Background: an optimization exercise with open tools, aiming at small area and a short achievable clock period. Do not read the settings as production practice. RTL that was checked went through simulation tests only; none was proved equivalent to the original.

==> v25 <==
// reduce_instr
module reduce_instr (
	input  [81:0] packetIn,
	input  [60:0] new_comm,
	input         clk,
	input         rst,
	output        rd_en,
	output [84:0] packetOut
);
export LEC_CHECK = 0
export ABC_AREA = 1
export CAP_MARGIN = 20
export CORE_MARGIN = 2
export CORE_UTILIZATION = 55
export SLEW_MARGIN = 20
create_clock -name core_clock -period 20.0 [get_ports {clk}]
standard.sh (not shown) runs the stock make flow with config.mk's settings and CLKGATE_MAP_FILE= SYNTH_SCRIPT=/design/flow/synth_recipe.tcl, a recipe that flattens the netlist after the stock synthesis.
==> flow/flow/run.sh <==
#!/bin/bash
# Standard synthesis; its combinational cells re-mapped by ABC for area
# (flip-flops untouched); then the standard layout steps, with buf_1 port
# buffers, a larger setup target for timing repair and a lighter clock tree.
set -euo pipefail
export BUFFER_PORTS_ARGS="-buffer_cell sky130_fd_sc_hd__buf_1"
export SETUP_SLACK_MARGIN=10
export CTS_ARGS="-sink_clustering_enable -repair_clock_nets -buf_list sky130_fd_sc_hd__clkbuf_8 -sink_clustering_size 14 -sink_clustering_max_diameter 80 -dont_use_dummy_load"
bash standard.sh synth > synth.log 2>&1
R=orfs/results/$FLOW_PLATFORM/reduce_instr/base
cp $R/1_2_yosys.v std_synth.v
export REMAP_LIB=$FLOW_HOME/platforms/$FLOW_PLATFORM/lib/sky130_fd_sc_hd__tt_025C_1v80.lib
export REMAP_IN=std_synth.v REMAP_OUT=remapped.v REMAP_TOP=$FLOW_TOP
export REMAP_DONT_USE="$(cat flow/dont_use.txt)"
export REMAP_FAST=flow/fast.abc REMAP_AREA=flow/area.abc
$FLOW_HOME/../tools/install/yosys/bin/yosys -c flow/remap.tcl > remap.log 2>&1
cp remapped.v $R/1_2_yosys.v
rm -f $R/1_synth.odb $R/1_synth.sdc
bash standard.sh finish > finish.log 2>&1
==> flow/flow/area.abc <==
strash
dc2
dch -f
amap
==> flow/flow/fast.abc <==
strash
dc2
dch
map -B 0.9
==> flow/flow/remap.tcl <==
# Re-map the combinational cells of the standard synthesis netlist with ABC's
# default area-oriented script. The flip-flop instances (names, cell types)
# are kept as they are: they are black boxes here.
set lib $::env(REMAP_LIB)
yosys read_liberty -ignore_miss_func -overwrite -setattr liberty_cell $lib
yosys read_verilog $::env(REMAP_IN)
yosys hierarchy -top $::env(REMAP_TOP)
set seq {}
foreach c [split [string trim [exec grep -oE {sky130_fd_sc_hd__[a-z0-9_]+} $::env(REMAP_IN) | sort -u]] "\n"] {
  if { [regexp {__(e?dfxtp|dfrtp|dfstp|dfbbp|sdf|dl)} $c] } { lappend seq $c }
}
yosys blackbox {*}$seq
yosys flatten
yosys opt -purge
set du {}
foreach c $::env(REMAP_DONT_USE) { lappend du -dont_use $c }
yosys select -set cone w:rd_en %cie*
yosys abc -script $::env(REMAP_FAST) -liberty $lib {*}$du @cone
yosys abc -script $::env(REMAP_AREA) -liberty $lib {*}$du
yosys opt_clean -purge
yosys stat -liberty $lib
yosys write_verilog -noattr -nohex -nodec $::env(REMAP_OUT)
Other scripts of this flow, unchanged in this note and not shown: flow/flow/dont_use.txt
==> inputs of v24, as changes to v25 <==
--- a/flow/design.v
+++ b/flow/design.v
@@ -179,30 +179,31 @@
 	for (a = 8; a >= 0; a = a - 1)
 		zt[a] = zt[a+1] & ~t_rank[a];
 end
 reg dh_u;
 always @(*) begin
-	dh_u = (lg_u == 3'd0) & zh[0];
+	dh_u = zh[0];
 	for (a = 0; a < 7; a = a + 1)
-		dh_u = dh_u | ((lg_u == a + 1) & zl[a] & s[a] & (zh[a+1] | oh[a+1]));
+		if (lg_u == a + 1) dh_u = zl[a] & s[a] & (zh[a+1] | oh[a+1]);
 end
 wire [4:0] tq = {2'b0, lg_u} - 5'd2 - {1'b0, sa_d};
 reg eq_t;
 always @(*) begin
-	eq_t = (tq == 5'd0) & zh[0];
+	eq_t = 1'b0;
+	if (tq == 5'd0) eq_t = zh[0];
 	for (a = 1; a < 6; a = a + 1)
-		eq_t = eq_t | ((tq == a) & zm_u[a] & ~zm_u[a-1]);
+		if (tq == a) eq_t = zm_u[a] & ~zm_u[a-1];
 end
 wire rd_en_doubling = row_valid ? (from_guest ? (home_d || dh_u) : eq_t)
                                 : (from_guest && (home_d || zt[0]));
 wire [9:0] zm = row_valid ? zm_u : zt;
 wire diff_half = row_valid ? dh_u : zt[0];
 reg [3:0] base2;
 always @(*) begin
 	base2 = 4'd0;
-	for (a = 1; a < 10; a = a + 1)
-		base2 = base2 | ({4{zm[a] & ~zm[a-1]}} & a);
+	for (a = 0; a < 9; a = a + 1)
+		if (!zm[a]) base2 = a + 1;
 end
 wire [4:0] sb       = {1'b0, sa_d} + {1'b0, base2};           
 wire [5:0] xd       = {3'b0, lg} - 6'd1 - {1'b0, sb};         
 always @(posedge clk) begin
 	if (rst) begin
==> flow/flow/run.sh (replaced) <==
#!/bin/bash
# Standard synthesis; its combinational cells re-mapped by ABC for area
# (flip-flops untouched); then the standard layout steps, with buf_1 port
# buffers, a larger setup target for timing repair and a lighter clock tree.
set -euo pipefail
export BUFFER_PORTS_ARGS="-buffer_cell sky130_fd_sc_hd__buf_1"
export SETUP_SLACK_MARGIN=12
export CTS_ARGS="-sink_clustering_enable -repair_clock_nets -buf_list sky130_fd_sc_hd__clkbuf_8 -sink_clustering_size 14 -sink_clustering_max_diameter 80 -dont_use_dummy_load"
bash standard.sh synth > synth.log 2>&1
R=orfs/results/$FLOW_PLATFORM/reduce_instr/base
cp $R/1_2_yosys.v std_synth.v
export REMAP_LIB=$FLOW_HOME/platforms/$FLOW_PLATFORM/lib/sky130_fd_sc_hd__tt_025C_1v80.lib
export REMAP_IN=std_synth.v REMAP_OUT=remapped.v REMAP_TOP=$FLOW_TOP
export REMAP_DONT_USE="$(cat flow/dont_use.txt)"
export REMAP_FAST=flow/fast.abc
$FLOW_HOME/../tools/install/yosys/bin/yosys -c flow/remap.tcl > remap.log 2>&1
cp remapped.v $R/1_2_yosys.v
rm -f $R/1_synth.odb $R/1_synth.sdc
bash standard.sh finish > finish.log 2>&1
--- a/flow/flow/remap.tcl
+++ b/flow/flow/remap.tcl
@@ -14,9 +14,9 @@
 yosys opt -purge
 set du {}
 foreach c $::env(REMAP_DONT_USE) { lappend du -dont_use $c }
 yosys select -set cone w:rd_en %cie*
 yosys abc -script $::env(REMAP_FAST) -liberty $lib {*}$du @cone
-yosys abc -script $::env(REMAP_AREA) -liberty $lib {*}$du
+yosys abc -liberty $lib {*}$du
 yosys opt_clean -purge
 yosys stat -liberty $lib
 yosys write_verilog -noattr -nohex -nodec $::env(REMAP_OUT)
--- a/flow/config.mk
+++ b/flow/config.mk
@@ -6,7 +6,7 @@
 export NUM_CORES = 4
 export LEC_CHECK = 0
 export ABC_AREA = 1
 export CAP_MARGIN = 20
 export CORE_MARGIN = 2
-export CORE_UTILIZATION = 55
+export CORE_UTILIZATION = 40
 export SLEW_MARGIN = 20
removed: flow/flow/area.abc
==> inputs of v28, as changes to v25 <==
--- a/flow/design.v
+++ b/flow/design.v
@@ -18,29 +18,33 @@
 function [5:0] rank_addr;
 	input [8:0] r;
 	rank_addr = (r[8:6] == 3'd0) ? addr6(r[5:0]) : 6'd0;
 endfunction
 reg        t_v    [0:3];
-reg [8:0]  t_root [0:3];
-reg [8:0]  t_lr   [0:3];
+reg [8:0]  t_x    [0:3];
+reg        t_is7  [0:3];
+reg        t_rz   [0:3];
 reg [2:0]  t_ch   [0:3];
 reg [3:0]  t_lg   [0:3];
 reg [5:0]  t_p1   [0:3];
 reg [5:0]  t_p2   [0:3];
 reg [5:0]  t_p3   [0:3];
 wire wr = new_comm[60] && (new_comm[59:54] == 6'd0);
 wire [1:0] wsel = new_comm[53:52];
+wire       w_is7 = (new_comm[42:34] == 9'd7);
+wire [8:0] w_x = w_is7 ? new_comm[51:43] : new_comm[42:34];
 integer n;
 always @(posedge clk) begin
 	for (n = 0; n < 4; n = n + 1) begin
 		if (rst)
 			t_v[n] <= 1'b0;
 		else if (wr && wsel == n)
 			t_v[n] <= 1'b1;
 		if (wr && wsel == n) begin
-			t_root[n] <= new_comm[51:43];
-			t_lr[n]   <= new_comm[42:34];
+			t_x[n]    <= w_x;
+			t_is7[n]  <= w_is7;
+			t_rz[n]   <= (new_comm[44:43] == 2'd0);
 			t_ch[n]   <= new_comm[33:31];
 			t_lg[n]   <= new_comm[30:27];
 			t_p3[n]   <= rank_addr(new_comm[26:18]);
 			t_p2[n]   <= rank_addr(new_comm[17:9]);
 			t_p1[n]   <= rank_addr(new_comm[8:0]);
@@ -48,33 +52,37 @@
 	end
 end
 wire [7:0] pkt_context = packetIn[53:46];
 wire [1:0] cs = pkt_context[1:0];
 wire       row_valid = (pkt_context[7:2] == 6'd0) && t_v[cs];
-wire [8:0] lr_u = t_lr[cs];
+wire [8:0] x_u = t_x[cs];
+wire       is7_u = t_is7[cs];
+wire [8:0] lr_u = is7_u ? 9'd7 : x_u;
 wire [3:0] lg4_u = t_lg[cs];
 wire [2:0] ch_u = t_ch[cs];
 wire [2:0] lg_u = lg4_u[2:0];
 reg  [3:0] rs;
-reg  [8:0] root;
+reg        rz;
 reg  [5:0] p1, p2, p3;
 always @(*) begin
-	root = 0; p1 = 0; p2 = 0; p3 = 0;
+	rz = 0; p1 = 0; p2 = 0; p3 = 0;
 	for (n = 0; n < 4; n = n + 1) begin
 		rs[n] = (pkt_context == n) && t_v[n];
-		root = root | ({9{rs[n]}} & t_root[n]);
+		rz   = rz   | (rs[n] & t_rz[n]);
 		p1   = p1   | ({6{rs[n]}} & t_p1[n]);
 		p2   = p2   | ({6{rs[n]}} & t_p2[n]);
 		p3   = p3   | ({6{rs[n]}} & t_p3[n]);
 	end
 end
 wire [8:0] lr  = {9{row_valid}} & lr_u;
+wire       is7 = row_valid & is7_u;
+wire [8:0] root_if7 = {9{row_valid}} & x_u;    
 wire [3:0] lg4 = {4{row_valid}} & lg4_u;
 wire [2:0] ch  = {3{row_valid}} & ch_u;
 wire [2:0] lg  = lg4[2:0];
 wire [5:0] fa3 = (lr[1:0] == 2'd0 && ch[2] == 1'b0) ? addr6({ch[1:0], lg4}) : 6'd0;
-wire [5:0] fa4 = (root[1:0] == 2'd0 && lr[8] == 1'b0) ? addr6(lr[7:2]) : 6'd0;
+wire [5:0] fa4 = (rz && lr[8] == 1'b0) ? addr6(lr[7:2]) : 6'd0;
 function [5:0] fsel;
 	input [2:0] k;
 	input en;
 	input [5:0] a0, a1, a2, a3, a4;
 	begin
@@ -105,11 +113,11 @@
 always @(posedge clk) begin
 	if (rst) begin
 		home_ring <= 1'b0;
 		dst_ring  <= 9'd0;
 	end else if (vin) begin
-		dst_ring  <= home_ring ? 9'd0 : (lr == 9'd7) ? root : (lr < 9'd63) ? expand(addr6(lr[5:0] + 6'd1)) : 9'd0;
+		dst_ring  <= home_ring ? 9'd0 : is7 ? root_if7 : (lr < 9'd63) ? expand(addr6(lr[5:0] + 6'd1)) : 9'd0;
 		home_ring <= from_guest && !home_ring && op_ring;
 	end else
 		dst_ring  <= 9'd0;
 end
 wire [4:0] ku = {2'b0, lg} - {2'b0, ch} - 5'd1;
@@ -156,41 +164,92 @@
 		dst_halving <= tag_eq8 ? 6'd0 : (hidx == 2'd2) ? p3 : (hidx == 2'd1) ? p2 : p1;
 end
 reg [5:0] dst_doubling;
 reg [3:0] sa_d;
 reg       home_d, send_home_d;
-wire [9:0] s = {1'b0, t_rank} - {1'b0, lr_u};
-reg  [10:0] zh, oh;    
-reg  [10:0] zl;        
+wire [9:0] tt = {1'b0, t_rank};
+wire [9:0] ll = {1'b0, lr_u};
+wire [9:0] e = ~(tt ^ ll);
+wire [9:0] u = tt & ~ll;
+wire [9:0] d = ~tt & ll;
+function [10:0] pfx_down;
+	input [9:0] g, p;
+	reg [9:0] G, P, G2, P2;
+	integer i, st;
+	begin
+		G = g; P = p;
+		for (st = 1; st < 10; st = st * 2) begin
+			for (i = 0; i < 10; i = i + 1) begin
+				if (i + st < 10) begin
+					G2[i] = G[i] | (P[i] & G[i+st]);
+					P2[i] = P[i] & P[i+st];
+				end else begin
+					G2[i] = G[i];
+					P2[i] = P[i];
+				end
+			end
+			G = G2; P = P2;
+		end
+		pfx_down = {1'b0, G};
+	end
+endfunction
+function [10:0] pfx_up;
+	input [9:0] g, p;
+	reg [9:0] G, P, G2, P2;
+	integer i, st;
+	begin
+		G = g; P = p;
+		for (st = 1; st < 10; st = st * 2) begin
+			for (i = 0; i < 10; i = i + 1) begin
+				if (i >= st) begin
+					G2[i] = G[i] | (P[i] & G[i-st]);
+					P2[i] = P[i] & P[i-st];
+				end else begin
+					G2[i] = G[i];
+					P2[i] = P[i];
+				end
+			end
+			G = G2; P = P2;
+		end
+		pfx_up = {G, 1'b0};
+	end
+endfunction
+reg  [10:0] eqh, eql;   
+integer a;
+always @(*) begin
+	eqh[10] = 1'b1;
+	for (a = 9; a >= 0; a = a - 1) eqh[a] = eqh[a+1] & e[a];
+	eql[0] = 1'b1;
+	for (a = 0; a < 10; a = a + 1) eql[a+1] = eql[a] & e[a];
+end
+wire [10:0] b  = pfx_up(d, e);
+wire [10:0] pp1 = pfx_down(u & {eqh[10:1]}, d) ;
+wire [10:0] mm1 = pfx_down(d & {eqh[10:1]}, u) ;
 reg  [9:0]  zm_u;      
 reg  [9:0]  zt;        
-integer a;
+reg  [10:0] zh, oh;    
 always @(*) begin
+	for (a = 0; a < 10; a = a + 1) begin
+		zh[a] = b[a] ? pp1[a] : eqh[a];
+		oh[a] = b[a] ? eqh[a] : mm1[a];
+		zm_u[a] = zh[a] | (oh[a] & ~eql[a]);
+	end
 	zh[10] = 1'b1; oh[10] = 1'b1;
-	for (a = 9; a >= 0; a = a - 1) begin
-		zh[a] = zh[a+1] & ~s[a];
-		oh[a] = oh[a+1] & s[a];
-	end
-	zl[0] = 1'b1;
-	for (a = 0; a < 10; a = a + 1)
-		zl[a+1] = zl[a] & ~s[a];
-	for (a = 0; a < 10; a = a + 1)
-		zm_u[a] = zh[a] | (oh[a] & ~zl[a]);
 	zt[9] = 1'b1;
 	for (a = 8; a >= 0; a = a - 1)
 		zt[a] = zt[a+1] & ~t_rank[a];
 end
 reg dh_u;
 always @(*) begin
-	dh_u = (lg_u == 3'd0) & zh[0];
+	dh_u = (lg_u == 3'd0) & eqh[0];
 	for (a = 0; a < 7; a = a + 1)
-		dh_u = dh_u | ((lg_u == a + 1) & zl[a] & s[a] & (zh[a+1] | oh[a+1]));
+		dh_u = dh_u | ((lg_u == a + 1) & eql[a] & (pp1[a] | mm1[a]));
 end
 wire [4:0] tq = {2'b0, lg_u} - 5'd2 - {1'b0, sa_d};
 reg eq_t;
 always @(*) begin
-	eq_t = (tq == 5'd0) & zh[0];
+	eq_t = (tq == 5'd0) & eqh[0];
 	for (a = 1; a < 6; a = a + 1)
 		eq_t = eq_t | ((tq == a) & zm_u[a] & ~zm_u[a-1]);
 end
 wire rd_en_doubling = row_valid ? (from_guest ? (home_d || dh_u) : eq_t)
                                 : (from_guest && (home_d || zt[0]));
--- a/flow/flow/run.sh
+++ b/flow/flow/run.sh
@@ -2,11 +2,11 @@
 # Standard synthesis; its combinational cells re-mapped by ABC for area
 # (flip-flops untouched); then the standard layout steps, with buf_1 port
 # buffers, a larger setup target for timing repair and a lighter clock tree.
 set -euo pipefail
 export BUFFER_PORTS_ARGS="-buffer_cell sky130_fd_sc_hd__buf_1"
-export SETUP_SLACK_MARGIN=10
+export SETUP_SLACK_MARGIN=9
 export CTS_ARGS="-sink_clustering_enable -repair_clock_nets -buf_list sky130_fd_sc_hd__clkbuf_8 -sink_clustering_size 14 -sink_clustering_max_diameter 80 -dont_use_dummy_load"
 bash standard.sh synth > synth.log 2>&1
 R=orfs/results/$FLOW_PLATFORM/reduce_instr/base
 cp $R/1_2_yosys.v std_synth.v
 export REMAP_LIB=$FLOW_HOME/platforms/$FLOW_PLATFORM/lib/sky130_fd_sc_hd__tt_025C_1v80.lib
==> flow/flow/fast.abc (replaced) <==
strash
&get -n
&st
&syn2
&if -g -K 6
&synch2
&nf
&put
--- a/flow/config.mk
+++ b/flow/config.mk
@@ -6,7 +6,7 @@
 export NUM_CORES = 4
 export LEC_CHECK = 0
 export ABC_AREA = 1
 export CAP_MARGIN = 20
 export CORE_MARGIN = 2
-export CORE_UTILIZATION = 55
+export CORE_UTILIZATION = 60
 export SLEW_MARGIN = 20
==> inputs of v6, as changes to v25 <==
--- a/flow/design.v
+++ b/flow/design.v
@@ -156,41 +156,92 @@
 		dst_halving <= tag_eq8 ? 6'd0 : (hidx == 2'd2) ? p3 : (hidx == 2'd1) ? p2 : p1;
 end
 reg [5:0] dst_doubling;
 reg [3:0] sa_d;
 reg       home_d, send_home_d;
-wire [9:0] s = {1'b0, t_rank} - {1'b0, lr_u};
-reg  [10:0] zh, oh;    
-reg  [10:0] zl;        
+wire [9:0] tt = {1'b0, t_rank};
+wire [9:0] ll = {1'b0, lr_u};
+wire [9:0] e = ~(tt ^ ll);
+wire [9:0] u = tt & ~ll;
+wire [9:0] d = ~tt & ll;
+function [10:0] pfx_down;
+	input [9:0] g, p;
+	reg [9:0] G, P, G2, P2;
+	integer i, st;
+	begin
+		G = g; P = p;
+		for (st = 1; st < 10; st = st * 2) begin
+			for (i = 0; i < 10; i = i + 1) begin
+				if (i + st < 10) begin
+					G2[i] = G[i] | (P[i] & G[i+st]);
+					P2[i] = P[i] & P[i+st];
+				end else begin
+					G2[i] = G[i];
+					P2[i] = P[i];
+				end
+			end
+			G = G2; P = P2;
+		end
+		pfx_down = {1'b0, G};
+	end
+endfunction
+function [10:0] pfx_up;
+	input [9:0] g, p;
+	reg [9:0] G, P, G2, P2;
+	integer i, st;
+	begin
+		G = g; P = p;
+		for (st = 1; st < 10; st = st * 2) begin
+			for (i = 0; i < 10; i = i + 1) begin
+				if (i >= st) begin
+					G2[i] = G[i] | (P[i] & G[i-st]);
+					P2[i] = P[i] & P[i-st];
+				end else begin
+					G2[i] = G[i];
+					P2[i] = P[i];
+				end
+			end
+			G = G2; P = P2;
+		end
+		pfx_up = {G, 1'b0};
+	end
+endfunction
+reg  [10:0] eqh, eql;   
+integer a;
+always @(*) begin
+	eqh[10] = 1'b1;
+	for (a = 9; a >= 0; a = a - 1) eqh[a] = eqh[a+1] & e[a];
+	eql[0] = 1'b1;
+	for (a = 0; a < 10; a = a + 1) eql[a+1] = eql[a] & e[a];
+end
+wire [10:0] b  = pfx_up(d, e);
+wire [10:0] pp1 = pfx_down(u & {eqh[10:1]}, d) ;
+wire [10:0] mm1 = pfx_down(d & {eqh[10:1]}, u) ;
 reg  [9:0]  zm_u;      
 reg  [9:0]  zt;        
-integer a;
+reg  [10:0] zh, oh;    
 always @(*) begin
-	zh[10] = 1'b1; oh[10] = 1'b1;
-	for (a = 9; a >= 0; a = a - 1) begin
-		zh[a] = zh[a+1] & ~s[a];
-		oh[a] = oh[a+1] & s[a];
+	for (a = 0; a < 10; a = a + 1) begin
+		zh[a] = b[a] ? pp1[a] : eqh[a];
+		oh[a] = b[a] ? eqh[a] : mm1[a];
+		zm_u[a] = zh[a] | (oh[a] & ~eql[a]);
 	end
-	zl[0] = 1'b1;
-	for (a = 0; a < 10; a = a + 1)
-		zl[a+1] = zl[a] & ~s[a];
-	for (a = 0; a < 10; a = a + 1)
-		zm_u[a] = zh[a] | (oh[a] & ~zl[a]);
+	zh[10] = 1'b1; oh[10] = 1'b1;
 	zt[9] = 1'b1;
 	for (a = 8; a >= 0; a = a - 1)
 		zt[a] = zt[a+1] & ~t_rank[a];
 end
 reg dh_u;
 always @(*) begin
-	dh_u = (lg_u == 3'd0) & zh[0];
+	dh_u = (lg_u == 3'd0) & eqh[0];
 	for (a = 0; a < 7; a = a + 1)
-		dh_u = dh_u | ((lg_u == a + 1) & zl[a] & s[a] & (zh[a+1] | oh[a+1]));
+		dh_u = dh_u | ((lg_u == a + 1) & eql[a] & (pp1[a] | mm1[a]));
 end
 wire [4:0] tq = {2'b0, lg_u} - 5'd2 - {1'b0, sa_d};
 reg eq_t;
 always @(*) begin
-	eq_t = (tq == 5'd0) & zh[0];
+	eq_t = (tq == 5'd0) & eqh[0];
 	for (a = 1; a < 6; a = a + 1)
 		eq_t = eq_t | ((tq == a) & zm_u[a] & ~zm_u[a-1]);
 end
 wire rd_en_doubling = row_valid ? (from_guest ? (home_d || dh_u) : eq_t)
                                 : (from_guest && (home_d || zt[0]));
--- a/flow/flow/run.sh
+++ b/flow/flow/run.sh
@@ -2,11 +2,11 @@
 # Standard synthesis; its combinational cells re-mapped by ABC for area
 # (flip-flops untouched); then the standard layout steps, with buf_1 port
 # buffers, a larger setup target for timing repair and a lighter clock tree.
 set -euo pipefail
 export BUFFER_PORTS_ARGS="-buffer_cell sky130_fd_sc_hd__buf_1"
-export SETUP_SLACK_MARGIN=10
+export SETUP_SLACK_MARGIN=9
 export CTS_ARGS="-sink_clustering_enable -repair_clock_nets -buf_list sky130_fd_sc_hd__clkbuf_8 -sink_clustering_size 14 -sink_clustering_max_diameter 80 -dont_use_dummy_load"
 bash standard.sh synth > synth.log 2>&1
 R=orfs/results/$FLOW_PLATFORM/reduce_instr/base
 cp $R/1_2_yosys.v std_synth.v
 export REMAP_LIB=$FLOW_HOME/platforms/$FLOW_PLATFORM/lib/sky130_fd_sc_hd__tt_025C_1v80.lib
==> run notes <==
                                                               v28             v25             v24              v6
Total wire length after detailed routing                 48,000 µm       39,600 µm       41,800 µm       42,400 µm
Max frequency                                           0.0879 GHz      0.0885 GHz      0.0895 GHz      0.0927 GHz
Syn. warnings                                                   10               9               9               9
FF/Latch Area                                             6930 µm²        7770 µm²        7770 µm²        7770 µm²
Setup skew after layout                                  0.0551 ns       0.0503 ns       0.0851 ns       0.0955 ns
Launching element of the worst setup path             packetIn[47]    packetIn[47]    packetIn[46]    packetIn[50]
Via density per instance                                      6.56            5.90            5.46            5.87
Multi-input gates                                            1,050             967           1,005           1,049
Largest fanout on the critical path                              8               6               8              37
Max_slew headroom                                            0.292           0.350           0.381           0.285
Share of layout cells above drive strength 1                 0.101          0.0961           0.150          0.0872
Clock buffer cells                                              24              25              28              26
Clock transition at path regs                              0.08 ns         0.09 ns         0.09 ns         0.09 ns
Mean Syn Cell Area                                        9.22 µm²        9.42 µm²        9.68 µm²        9.10 µm²
Post-cts sizing count                                           86              55              71              52
Largest net degree at the start of global routing               58              45              57              59
Most common cell after layout, fill and taps aside          nor2_1           buf_1           buf_1           buf_1
Critical R2R Launch                                       t_is7[1]      t_lr[2][0]      t_lr[2][3]      t_lr[2][2]
CP max stage cell                                           mux4_2           buf_4          nor3_4           or4_2
Switching Fraction                                           0.250           0.248           0.249           0.247
# Post-CTS Setup Buffers                                        37              12              33               3
First-pass GRT wire length                               71,600 µm       59,700 µm       63,200 µm       63,900 µm
Core Region                                             22,600 µm²      24,400 µm²      33,600 µm²      25,300 µm²
Outcome                                             finished clean  finished clean  finished clean  finished clean
Top Layer Used                                                met5            met4            met4            met4
Area Overhead vs Synth                                       19.7%           18.1%           24.5%           16.7%
The RTL of v25 was laid out without a check of its function.

-- port drivers added, routing unchanged --
No port has a modelled driver above. Below, the same layouts with a new extraction and two added sets of constraints.
Step 1 (the two cells are an assumption about what drives the block):
set clk [get_ports {clk}]
set_driving_cell -lib_cell sky130_fd_sc_hd__clkbuf_16 $clk
set_driving_cell -lib_cell sky130_fd_sc_hd__buf_2 [delete_from_list [all_inputs] $clk]
Step 2 also shifts input and output timing later by t, the mid clock arrival at the registers, as if the neighbouring blocks saw the same clock.
a / b / c = no drivers / after step 1 / after step 2; a / b = the first two.
run | t, ns | slack for setup (ns) | hold slack, ns | clock arrival spread, ns | pins driven straight from the clock port
v25 | 0.607 | 8.705 / 8.627 / 8.627 | 0.442 / 0.442 / 0.442 | 0.051 / 0.051 | 1
v24 | 0.613 | 8.827 / 8.764 / 8.764 | 0.454 / 0.454 / 0.454 | 0.086 / 0.085 | 1
v28 | 0.597 | 8.622 / 8.580 / 8.580 | 0.463 / 0.463 / 0.463 | 0.055 / 0.055 | 1
v6 | 0.605 | 9.216 / 9.195 / 9.176 | 0.450 / 0.450 / 0.450 | 0.096 / 0.096 | 1
After both steps setup and hold are still met in every run listed. The setup slack of v25, which loses most, moves by -0.078 ns with the drivers and by -0.078 ns with both steps.
